Source: an optimization exercise on an open RTL-to-GDS flow (aim: small area). Production flows keep margins and buffers that such runs may drop.
The RTL was checked by simulation tests, not by an equivalence proof against the original design.
The clock input has no modelled driver; a real chip could not lean on it and would need a root buffer or a full tree.
Power and IR drop assume default switching activity.

== alpha ==
==> flow/design.v <==
module SEDE (input clk,
	     input rst,
	     input [7:0] pix_data,
	     output reg valid,
	     output reg [7:0] edge_out,
	     output reg busy);
	reg [8*32-1:0] sp;    
	reg [8*34-1:0] sn;    
	always @(posedge clk) begin
		sp <= {sp[8*31-1:0], pix_data};
		sn <= {sn[8*33-1:0], ~sp[8*31 +: 8]};
	end
	wire [7:0] na = sn[8*33 +: 8];   
	wire [7:0] nb = sn[8*32 +: 8];   
	wire [7:0] nc = sn[8*1  +: 8];   
	wire [7:0] pd = sp[8*31 +: 8];   
	wire [7:0] pe = sp[8*0  +: 8];   
	wire [7:0] pf = pix_data;        
	reg [10:0] cnt;
	wire en = ~cnt[10] | cnt[9];
	wire [10:0] inc;
	wire [10:0] cy;
	sede_ha u_inc0 (.a(cnt[0]), .b(en), .s(inc[0]), .co(cy[0]));
	genvar gi;
	generate
		for (gi = 1; gi < 10; gi = gi + 1) begin : g_inc
			sede_ha u_inc (.a(cnt[gi]), .b(cy[gi-1]), .s(inc[gi]), .co(cy[gi]));
		end
	endgenerate
	assign inc[10] = cnt[10] ^ cy[9];
	assign cy[10] = 1'b0;
	always @(posedge clk or posedge rst)
		if (rst)
			cnt <= 11'h7ff;
		else
			cnt <= inc;
	wire [10:0] t;
	wire w1, w2;
	sede_fa u_w1 (.a(na[0]), .b(nb[0]), .c(nc[0]), .s(w1), .co(w2));
	wire w3, w4;
	sede_fa u_w3 (.a(pd[0]), .b(pe[0]), .c(w1), .s(w3), .co(w4));
	wire w5, w6;
	sede_ha u_w5 (.a(w3), .b(pf[0]), .s(w5), .co(w6));
	wire w7, w8;
	sede_fa u_w7 (.a(na[1]), .b(nb[1]), .c(nc[1]), .s(w7), .co(w8));
	wire w9, w10;
	sede_fa u_w9 (.a(pd[1]), .b(pe[1]), .c(w2), .s(w9), .co(w10));
	wire w11, w12;
	sede_fa u_w11 (.a(w7), .b(w4), .c(w9), .s(w11), .co(w12));
	wire w13, w14;
	sede_fa u_w13 (.a(w11), .b(pf[1]), .c(w6), .s(w13), .co(w14));
	wire w15 = ~w13;
	wire w16, w17;
	sede_fa u_w16 (.a(na[2]), .b(nb[2]), .c(nc[2]), .s(w16), .co(w17));
	wire w18, w19;
	sede_fa u_w18 (.a(pd[2]), .b(pe[2]), .c(w8), .s(w18), .co(w19));
	wire w20, w21;
	sede_fa u_w20 (.a(w16), .b(w10), .c(w18), .s(w20), .co(w21));
	wire w22, w23;
	sede_fa u_w22 (.a(w12), .b(w20), .c(pf[2]), .s(w22), .co(w23));
	wire w24, w25;
	sede_fa u_w24 (.a(w22), .b(w14), .c(w13), .s(w24), .co(w25));
	wire w26, w27;
	sede_fa u_w26 (.a(na[3]), .b(nb[3]), .c(nc[3]), .s(w26), .co(w27));
	wire w28, w29;
	sede_fa u_w28 (.a(pd[3]), .b(pe[3]), .c(w17), .s(w28), .co(w29));
	wire w30, w31;
	sede_fa u_w30 (.a(w26), .b(w19), .c(w28), .s(w30), .co(w31));
	wire w32, w33;
	sede_fa u_w32 (.a(w21), .b(w30), .c(pf[3]), .s(w32), .co(w33));
	wire w34, w35;
	sede_fa u_w34 (.a(w23), .b(w32), .c(w25), .s(w34), .co(w35));
	wire w36, w37;
	sede_fa u_w36 (.a(na[4]), .b(nb[4]), .c(nc[4]), .s(w36), .co(w37));
	wire w38, w39;
	sede_fa u_w38 (.a(pd[4]), .b(pe[4]), .c(w27), .s(w38), .co(w39));
	wire w40, w41;
	sede_fa u_w40 (.a(w36), .b(w29), .c(w38), .s(w40), .co(w41));
	wire w42, w43;
	sede_fa u_w42 (.a(w31), .b(w40), .c(pf[4]), .s(w42), .co(w43));
	wire w44, w45;
	sede_fa u_w44 (.a(w33), .b(w42), .c(w35), .s(w44), .co(w45));
	wire w46, w47;
	sede_fa u_w46 (.a(na[5]), .b(nb[5]), .c(nc[5]), .s(w46), .co(w47));
	wire w48, w49;
	sede_fa u_w48 (.a(pd[5]), .b(pe[5]), .c(w37), .s(w48), .co(w49));
	wire w50, w51;
	sede_fa u_w50 (.a(w46), .b(w39), .c(w48), .s(w50), .co(w51));
	wire w52, w53;
	sede_fa u_w52 (.a(w41), .b(w50), .c(pf[5]), .s(w52), .co(w53));
	wire w54, w55;
	sede_fa u_w54 (.a(w43), .b(w52), .c(w45), .s(w54), .co(w55));
	wire w56, w57;
	sede_fa u_w56 (.a(na[6]), .b(nb[6]), .c(nc[6]), .s(w56), .co(w57));
	wire w58, w59;
	sede_fa u_w58 (.a(pd[6]), .b(pe[6]), .c(w47), .s(w58), .co(w59));
	wire w60, w61;
	sede_fa u_w60 (.a(w56), .b(w49), .c(w58), .s(w60), .co(w61));
	wire w62, w63;
	sede_fa u_w62 (.a(w51), .b(w60), .c(pf[6]), .s(w62), .co(w63));
	wire w64, w65;
	sede_fa u_w64 (.a(w53), .b(w62), .c(w55), .s(w64), .co(w65));
	wire w66, w67;
	sede_fa u_w66 (.a(na[7]), .b(nb[7]), .c(nc[7]), .s(w66), .co(w67));
	wire w68, w69;
	sede_fa u_w68 (.a(pd[7]), .b(pe[7]), .c(w57), .s(w68), .co(w69));
	wire w70, w71;
	sede_fa u_w70 (.a(w66), .b(w59), .c(w68), .s(w70), .co(w71));
	wire w72, w73;
	sede_fa u_w72 (.a(w61), .b(w70), .c(pf[7]), .s(w72), .co(w73));
	wire w74, w75;
	sede_fa u_w74 (.a(w63), .b(w72), .c(w65), .s(w74), .co(w75));
	wire w76, w77;
	sede_fa u_w76 (.a(w67), .b(w69), .c(w71), .s(w76), .co(w77));
	wire w78, w79;
	sede_fa u_w78 (.a(w76), .b(w73), .c(w75), .s(w78), .co(w79));
	wire w80, w81;
	sede_ha u_w80 (.a(w77), .b(w79), .s(w80), .co(w81));
	assign t = {w81, w80, w78, w74, w64, w54, w44, w34, w24, w15, w5};
	wire border = (cnt[10:6] == 5'd0) || (cnt[4:1] == 4'd0) || cnt[10];
	wire zero = border | t[10] | (t[9] & t[8]);
	wire [7:0] res = ~({8{zero}} | ({8{t[9]}} & t[7:0]));
	always @(posedge clk)
		edge_out <= res;
	always @(*) begin
		busy = cnt[10];
		valid = (cnt >= 11'd34);
	end
endmodule
module sede_fa (input a, input b, input c, output s, output co);
	assign s = a ^ b ^ c;
	assign co = (a & b) | (a & c) | (b & c);
endmodule
module sede_ha (input a, input b, output s, output co);
	assign s = a ^ b;
	assign co = a & b;
endmodule
export LEC_CHECK = 0
export ABC_AREA = 1
export CAP_MARGIN = 20
export CORE_MARGIN = 2
export CORE_UTILIZATION = 75
export PLACE_DENSITY = 0.85
export SLEW_MARGIN = 20
export SYNTH_HIERARCHICAL = 1
export SYNTH_MINIMUM_KEEP_SIZE = 0
create_clock -name core_clock -period 10.0 [get_ports {clk}]
standard.sh (not shown) runs the stock make flow with config.mk's settings and CLKGATE_MAP_FILE= SYNTH_SCRIPT=/design/flow/synth_recipe.tcl, a recipe that flattens the netlist after the stock synthesis.
==> flow/flow/run.sh <==
#!/bin/bash
# Standard layout, except that the clock tree is built by flow/mycts.tcl
# (root buffer -> 4 inverters -> 21 inverters -> flip-flops) and the port
# buffers use the smallest buffer cell. Output of the make run goes to
# standard.log; ORFS keeps each step's log under orfs/logs.
set -euo pipefail
export MYCTS_NLEAF=21
export MYCTS_NMID=4
export MYCTS_LEAF=sky130_fd_sc_hd__inv_8
export MYCTS_MID=sky130_fd_sc_hd__inv_8
export MYCTS_ROOT=sky130_fd_sc_hd__clkbuf_8
bash standard.sh finish \
  "PRE_CTS_TCL=$PWD/flow/mycts.tcl" \
  "BUFFER_PORTS_ARGS=-buffer_cell sky130_fd_sc_hd__buf_1" > standard.log 2>&1
==> flow/flow/mycts.tcl <==
# Clock tree built by hand, in place of TritonCTS. cts.tcl sources this file
# (PRE_CTS_TCL) and then calls clock_tree_synthesis, which this file redefines.
#
# Tree: clk port -> one root buffer -> MID inverters -> LEAF inverters -> flops.
# Two inversions, so every flop still sees the rising edge of clk. The flops
# are split into LEAF groups of (near) equal size by recursive bisection of
# their placement, and each group gets one inverter at its centre; the leaf
# inverters are grouped the same way under the MID inverters.

proc mycts_env { name default } {
  if { [info exists ::env($name)] && $::env($name) ne "" } { return $::env($name) }
  return $default
}

# items: list of {x y payload}; returns a list of n groups (lists of items)
proc mycts_split { items n } {
  if { $n <= 1 || [llength $items] <= 1 } { return [list $items] }
  set xs {}; set ys {}
  foreach it $items { lappend xs [lindex $it 0]; lappend ys [lindex $it 1] }
  set xs [lsort -integer $xs]; set ys [lsort -integer $ys]
  set w [expr {[lindex $xs end] - [lindex $xs 0]}]
  set h [expr {[lindex $ys end] - [lindex $ys 0]}]
  set key [expr {$w >= $h ? 0 : 1}]
  set sorted [lsort -integer -index $key $items]
  set n1 [expr {$n / 2}]
  set n2 [expr {$n - $n1}]
  set k [expr {int(round([llength $sorted] * double($n1) / $n))}]
  set a [lrange $sorted 0 [expr {$k - 1}]]
  set b [lrange $sorted $k end]
  return [concat [mycts_split $a $n1] [mycts_split $b $n2]]
}

proc mycts_centre { group } {
  set sx 0; set sy 0
  foreach it $group { set sx [expr {$sx + [lindex $it 0]}]; set sy [expr {$sy + [lindex $it 1]}] }
  set n [llength $group]
  return [list [expr {$sx / $n}] [expr {$sy / $n}]]
}

proc mycts_place { block inst x y } {
  # snap to the row grid; detailed_placement legalises afterwards
  set rows [$block getRows]
  set row [lindex $rows 0]
  set site [$row getSite]
  set sw [$site getWidth]
  set sh [$site getHeight]
  set core [$block getCoreArea]
  set x0 [$core xMin]; set y0 [$core yMin]
  set mw [[$inst getMaster] getWidth]
  set x [expr {$x - $mw / 2}]
  set x [expr {$x0 + (($x - $x0) / $sw) * $sw}]
  set y [expr {$y0 + (($y - $y0) / $sh) * $sh}]
  if { $x < $x0 } { set x $x0 }
  if { $y < $y0 } { set y $y0 }
  $inst setLocation $x $y
  $inst setPlacementStatus PLACED
}

proc mycts_driver { block master name x y innet } {
  set inst [odb::dbInst_create $block $master $name]
  mycts_place $block $inst $x $y
  set net [odb::dbNet_create $block "${name}_net"]
  $net setSigType CLOCK
  foreach it [$inst getITerms] {
    set mt [$it getMTerm]
    set sig [$mt getSigType]
    if { $sig eq "POWER" || $sig eq "GROUND" } { continue }
    if { [$mt getIoType] eq "OUTPUT" } {
      $it connect $net
    } else {
      $it connect $innet
    }
  }
  return [list $inst $net]
}

rename clock_tree_synthesis mycts_orig_clock_tree_synthesis
proc clock_tree_synthesis { args } {
  set nleaf [mycts_env MYCTS_NLEAF 14]
  set nmid [mycts_env MYCTS_NMID 3]
  set leafcell [mycts_env MYCTS_LEAF sky130_fd_sc_hd__clkinv_8]
  set midcell [mycts_env MYCTS_MID sky130_fd_sc_hd__clkinv_8]
  set rootcell [mycts_env MYCTS_ROOT sky130_fd_sc_hd__clkbuf_8]
  puts "mycts: $nleaf x $leafcell under $nmid x $midcell under $rootcell"

  set db [ord::get_db]
  set block [ord::get_db_block]
  set clknet [$block findNet clk]
  set leafm [$db findMaster $leafcell]
  set midm [$db findMaster $midcell]
  set rootm [$db findMaster $rootcell]

  set sinks {}
  foreach it [$clknet getITerms] {
    set inst [$it getInst]
    set bb [$inst getBBox]
    set x [expr {([$bb xMin] + [$bb xMax]) / 2}]
    set y [expr {([$bb yMin] + [$bb yMax]) / 2}]
    lappend sinks [list $x $y $it]
  }
  puts "mycts: [llength $sinks] sinks"
  foreach s $sinks { [lindex $s 2] disconnect }

  # root buffer at the centre of all sinks, fed by the clk port
  lassign [mycts_centre $sinks] cx cy
  lassign [mycts_driver $block $rootm "mycts_root" $cx $cy $clknet] rinst rnet

  set groups [mycts_split $sinks $nleaf]
  set leaves {}
  set i 0
  foreach g $groups {
    lassign [mycts_centre $g] x y
    lappend leaves [list $x $y $g $i]
    incr i
  }
  if { $nmid > 0 } {
    set mids [mycts_split $leaves $nmid]
  } else {
    set mids [list $leaves]
  }
  set j 0
  foreach mg $mids {
    if { $nmid > 0 } {
      lassign [mycts_centre $mg] x y
      lassign [mycts_driver $block $midm "mycts_mid_$j" $x $y $rnet] minst mnet
    } else {
      set mnet $rnet
    }
    foreach lf $mg {
      lassign $lf x y g i
      lassign [mycts_driver $block $leafm "mycts_leaf_$i" $x $y $mnet] linst lnet
      foreach s $g { [lindex $s 2] connect $lnet }
      puts "mycts: leaf $i under mid $j drives [llength $g] flops"
    }
    incr j
  }
  set_propagated_clock [all_clocks]
}
alpha: no failed stages, no open violations at the end
Here is what was changed in the inputs of beta compared with alpha.
diff --git a/flow/flow/run.sh b/flow/flow/run.sh
--- a/flow/flow/run.sh
+++ b/flow/flow/run.sh
@@ -1,9 +1,9 @@
 #!/bin/bash
 # Standard layout, except that the clock tree is built by flow/mycts.tcl
-# (root buffer -> 4 inverters -> 21 inverters -> flip-flops) and the port
+# (root buffer -> 4 inverters -> 20 inverters -> flip-flops) and the port
 # buffers use the smallest buffer cell. Output of the make run goes to
 # standard.log; ORFS keeps each step's log under orfs/logs.
 set -euo pipefail
-export MYCTS_NLEAF=21
+export MYCTS_NLEAF=20
 export MYCTS_NMID=4
 export MYCTS_LEAF=sky130_fd_sc_hd__inv_8
Notes after the runs:
beta against alpha: total global-route track usage -0.25 points, hold slack essentially unchanged.
Comparing final total power for alpha and beta, the bigger number came from alpha.
As far as fraction of registers with async set/reset goes, alpha and beta are indistinguishable; the numbers are identical.
Diff alpha -> beta: per-cell routed wire length decreased 0.20 um, share of the core filled with cells in the final layout shows no meaningful change.
In every run of this note, the design's own scripts or RTL, not TritonCTS, make the clock network.

========
RTL: the design.v shown in full above, as it stands there.
Settings: LEC_CHECK=0, ABC_AREA=1, CAP_MARGIN=20, CORE_MARGIN=2, CORE_UTILIZATION=60, SLEW_MARGIN=20, SYNTH_HIERARCHICAL=1, SYNTH_MINIMUM_KEEP_SIZE=0; clock period 10.0 ns.
==> flow/flow/run.sh <==
#!/bin/bash
# Standard layout, with CTS told not to add dummy balancing loads and the
# port buffers made with the smallest buffer cell.
set -euo pipefail
bash standard.sh finish \
  "CTS_ARGS=-sink_clustering_enable -repair_clock_nets -dont_use_dummy_load -sink_clustering_size 30 -sink_clustering_max_diameter 60 -buf_list {sky130_fd_sc_hd__clkbuf_16}" \
  "BUFFER_PORTS_ARGS=-buffer_cell sky130_fd_sc_hd__buf_1" > standard.log 2>&1
Edit:
==> flow/flow/run.sh (replaced) <==
#!/bin/bash
# Standard layout, with CTS told not to add dummy balancing loads and the
# port buffers made with the smallest buffer cell.
set -euo pipefail
bash standard.sh finish \
  "CTS_ARGS=-sink_clustering_enable -repair_clock_nets -dont_use_dummy_load -sink_clustering_size 36 -sink_clustering_max_diameter 60 -buf_list {sky130_fd_sc_hd__clkbuf_16}" \
  "BUFFER_PORTS_ARGS=-buffer_cell sky130_fd_sc_hd__buf_1" > standard.log 2>&1
CORE_UTILIZATION = 75   (was 60)
PLACE_DENSITY = 0.85   (was unset)
Effect:
- critical path depth stays the same
- power went down by a few percent
- clock power came out lower by roughly a tenth
- wire length came out higher by well over a third
- fmax is lower by a few percent
- count of clock-buffer cells in the layout came out lower by 7
- area after synthesis is unchanged
- core utilization climbs by 16 points
- via count went up by a few percent
- die area came out lower by about a fifth

========
SEDE, a different RTL version from the one above (not shown whole).
For scale: roughly 760 cells after synthesis, roughly 550 flip-flops, ~20 I/O pins.
Settings: LEC_CHECK=0, CAP_MARGIN=20, CORE_MARGIN=2, CORE_UTILIZATION=60, CTS_BUF_LIST=sky130_fd_sc_hd__clkbuf_4 sky130_fd_sc_hd__clkbuf_8, CTS_CLUSTER_DIAMETER=60, CTS_CLUSTER_SIZE=30, SLEW_MARGIN=20; clock period 10.0 ns.
==> flow/flow/run.sh <==
#!/bin/bash
# Standard layout, with CTS told not to add dummy balancing loads and the
# port buffers made with the smallest buffer cell.
set -euo pipefail
bash standard.sh finish \
  "CTS_ARGS=-sink_clustering_enable -repair_clock_nets -dont_use_dummy_load -sink_clustering_size 20 -sink_clustering_max_diameter 40 -buf_list {sky130_fd_sc_hd__clkbuf_8}" \
  "BUFFER_PORTS_ARGS=-buffer_cell sky130_fd_sc_hd__buf_1" > standard.log 2>&1
==> next run, changes <==
--- a/flow/flow/run.sh
+++ b/flow/flow/run.sh
@@ -6 +6 @@
-  "CTS_ARGS=-sink_clustering_enable -repair_clock_nets -dont_use_dummy_load -sink_clustering_size 20 -sink_clustering_max_diameter 40 -buf_list {sky130_fd_sc_hd__clkbuf_8}" \
+  "CTS_ARGS=-sink_clustering_enable -repair_clock_nets -dont_use_dummy_load -sink_clustering_size 14 -sink_clustering_max_diameter 40 -buf_list {sky130_fd_sc_hd__clkbuf_4 sky130_fd_sc_hd__clkbuf_8}" \
Result: The changed run produced a clean layout. Via count grows by 0.52%. Flip-flop and latch count stays the same. Core utilization rises by 0.40 points. Sequential share of layout area shrinks by 0.48 points. Wire length is about the same. First-iteration DRC count rose by 2.6%.

-- static timing again, ports no longer ideal --
Ports are ideal in the flow. The routed layouts listed here were re-timed in OpenROAD. Step 1 assumes that a clkbuf_16 drives the clock port and a buf_2 every other input. Step 2 adds t to the input delays and takes it off the output delays; t is the mean of the earliest and latest rising clock arrival at the registers after step 1. Input paths then give back, and output paths get back, about the clock's delay inside the block. Slacks: ideal / step 1 / step 2; pairs: ideal / step 1.
run | shift t [ns] | setup slack, ns | hold WS [ns] | clock arrival spread, ns | slew at the worst register clock pin (ns)
alpha | 0.506 | 3.853 / 3.864 / 3.358 | 0.326 / 0.326 / 0.326 | 0.033 / 0.032 | 0.12 / 0.12
beta | 0.499 | 3.860 / 3.867 / 3.374 | 0.329 / 0.329 / 0.329 | 0.015 / 0.016 | 0.12 / 0.12
the first run of note 2 | 0.575 | 3.995 / 3.995 / 3.460 | 0.277 / 0.277 / 0.277 | 0.055 / 0.055 | 0.10 / 0.10
the second run of note 2 | 0.548 | 3.598 / 3.598 / 3.116 | 0.310 / 0.310 / 0.310 | 0.033 / 0.033 | 0.12 / 0.12
the first run of note 3 | 0.569 | 3.159 / 3.118 / 3.687 | 0.288 / 0.288 / 0.288 | 0.069 / 0.069 | 0.11 / 0.11
the second run of note 3 | 0.579 | 3.164 / 3.123 / 3.702 | 0.285 / 0.285 / 0.285 | 0.050 / 0.050 | 0.09 / 0.09
After both steps setup and hold are still met in every run listed. For the first run of note 2, which loses most, drivers alone change the setup slack by 0.000 ns; drivers and shift together by -0.535 ns.
